This is an optimization exercise on Yosys and OpenROAD, whose aim is small area, not a production implementation.
RTL that was checked went through simulation tests only; none was proved equivalent to the original.
Power is estimated from default activity; no workload was simulated.

Setup of middle:
==> module led_cycler, before the edit <==
module led_cycler(
	input clk,
	input rst,
	input tick,
	input rst_d,
	input tick_d,
	input [16:0] g0,       
	input [16:8] g1,       
	input g1z,             
	output [2:0] is_u,     
	output [2:0] is_d,     
	output cu,             
	output cd              
);
parameter SOFFSET = 0;
parameter SSTART = 0;
	localparam LO = 8;
	localparam HI = 16 - LO;
	localparam [16:0] LAST = 17'd65536 - SOFFSET;    
	localparam [15:0] K1 = SOFFSET;                   
	localparam [15:0] K2 = SOFFSET - 1;               
	reg first0, w0, first1, w1;
	reg [1:0] ph;
	reg done;
	wire done0 = (g0 == LAST);
	always @(posedge clk) begin
		if (rst) begin
			first0 <= 1'b1;
			w0 <= 1'b0;
		end else if (tick) begin
			if (done0) begin
				first0 <= 1'b0;
				w0 <= (SOFFSET != 0);
			end else if (g0[16]) begin
				w0 <= 1'b0;
			end
		end
		first1 <= first0;
		w1 <= w0;
		done <= done0;
		if (rst_d)
			ph <= SSTART;
		else if (tick_d & done)
			ph <= (ph == 2'd2) ? 2'd0 : ph + 2'd1;
	end
	wire [15:0] k0 = {16{~first0}} & (w0 ? K2 : K1);
	wire [15:0] k1 = {16{~first1}} & (w1 ? K2 : K1);
	wire [16:0] cl;
	wire [15:0] lv;
	wire [LO:0] lv0;
	reg l_mid, cl_mid;
	assign cl[0] = 1'b0;
	genvar j;
	generate for (j = 0; j < 16; j = j + 1) begin : gl
		wire ga = j <= LO ? g0[j] : g1[j];
		wire kb = j <= LO ? k0[j] : k1[j];
		wire ci = j == LO + 1 ? cl_mid : cl[j];
		wire s;
		if (SOFFSET == 0) begin : z
			assign s = ga;
			assign cl[j+1] = 1'b0;
		end else if (j == 0) begin : b0
			if (K1[0] | (K2[0] & (SOFFSET != 0))) begin : h
				led_ha ha (ga, kb, s, cl[j+1]);
			end else begin : w
				assign s = ga;
				assign cl[j+1] = 1'b0;
			end
		end else if (K1[j] | (K2[j] & (SOFFSET != 0))) begin : f
			led_fa fa (ga, kb, ci, s, cl[j+1]);
		end else begin : h
			led_ha ha (ga, ci, s, cl[j+1]);
		end
		if (j <= LO) begin : lo
			assign lv0[j] = s;
			if (j < LO) begin : lo2
				assign lv[j] = s;
			end else begin : mid
				assign lv[j] = l_mid;
			end
		end else begin : hi
			assign lv[j] = s;
		end
	end endgenerate
	wire chg_n = ~rst & tick & done0;        
	wire chg = ~rst_d & tick_d & done;       
	wire lo_rot = ~rst & chg_n;
	wire lo_run = ~rst & ~chg_n;
	wire hi_rot = ~rst_d & chg;
	wire hi_run = ~rst_d & ~chg;
	wire [16:0] cuc, cdc;     
	reg cu_mid, cd_mid;
	assign cuc[0] = 1'b0;
	assign cdc[0] = ~first0;     
	generate for (j = 0; j < 16; j = j + 1) begin : gs
		if (j < LO) begin : lo
			led_slice #(.U0(j == 0)) sl (clk, lo_rot, ~lo_rot, lo_run, ~lo_run, lv[j],
				cuc[j], cdc[j], cuc[j+1], cdc[j+1]);
		end else begin : hi
			led_slice sl (clk, hi_rot, ~hi_rot, hi_run, ~hi_run, lv[j],
				j == LO ? cu_mid : cuc[j], j == LO ? cd_mid : cdc[j],
				cuc[j+1], cdc[j+1]);
		end
	end endgenerate
	always @(posedge clk) begin
		l_mid <= lv0[LO];
		cl_mid <= cl[LO+1];
		cu_mid <= cuc[LO];
		cd_mid <= cdc[LO];
	end
	assign cu = cuc[16];
	assign cd = ~cdc[16];
	wire zf = first1 & g1z;
	assign is_u = {ph == 2'd0, ph == 2'd2, ph == 2'd1};
	assign is_d = {ph == 2'd1, ph == 2'd0, ph == 2'd2} & {3{~zf}};
endmodule
export LEC_CHECK = 0
export CAP_MARGIN = 20
export CORE_MARGIN = 2
export CORE_UTILIZATION = 72
export CTS_BUF_LIST = sky130_fd_sc_hd__clkbuf_8
export CTS_CLUSTER_DIAMETER = 70
export CTS_CLUSTER_SIZE = 16
export GPL_TIMING_DRIVEN = 0
export PLACE_DENSITY = 0.8
export SLEW_MARGIN = 20
export SYNTH_HIERARCHICAL = 1
export SYNTH_MINIMUM_KEEP_SIZE = 0
create_clock -name core_clock -period 5.0 [get_ports {clk}]
run.sh (not shown) runs the stock make flow with config.mk's settings and CLKGATE_MAP_FILE= SYNTH_SCRIPT=/design/flow/synth_recipe.tcl, a recipe that flattens the netlist after the stock synthesis.
Changes in east relative to middle:
--- a/flow/design.v
+++ b/flow/design.v
@@ -48,9 +48,9 @@
 	output cd              
 );
 parameter SOFFSET = 0;
 parameter SSTART = 0;
-	localparam LO = 8;
+	localparam LO = 7;
 	localparam HI = 16 - LO;
 	localparam [16:0] LAST = 17'd65536 - SOFFSET;    
 	localparam [15:0] K1 = SOFFSET;                   
 	localparam [15:0] K2 = SOFFSET - 1;               
Findings:
- Result for east and middle: all clean
- Between east and middle, it is east whose switching power share of the total is lower, by 0.23 points.
- Routed wire length of east falls short of that of middle slightly.
- east ends up with a power that is 0.73% higher than in middle.
- Via count across east and middle: no real change.
- east ended up with led_out_latch[7]$_DFF_P_ as its end point of the critical path; middle ended up with led_out_latch[8]$_DFF_P_.
- east vs. middle: first-pass GRT wire length shows no meaningful change, non-clock buffer count shows an increase of 11%, longest individual stage delay on the worst path shows a reduction of 0.17 ns.
No functional check of the RTL was part of east.

afterwards: timing with drivers on the ports:
How much do the figures lean on ideal ports? The routed layouts below were timed once more, with nothing changed but the port constraints. Step 1 sets driving cells, clkbuf_16 on the clock port and buf_2 on the other inputs (assumed; they add their load-dependent delay and slew). Step 2 adds t to the input delays and takes it off the output delays; t is the mean of the earliest and latest rising clock arrival at the registers after step 1. Input paths then give back, and output paths get back, about the clock's delay inside the block. Slacks: no drivers / after step 1 / after step 2; pairs: no drivers / after step 1.
| run | t, ns | setup slack, ns | worst data-port slew with drivers (ns) |
|---|---|---|---|
| middle | 0.725 | 0.123 / 0.123 / 0.123 | 0.03 |
| east | 0.732 | 0.074 / 0.074 / 0.074 | 0.04 |
After both steps setup and hold are still met in every run listed.
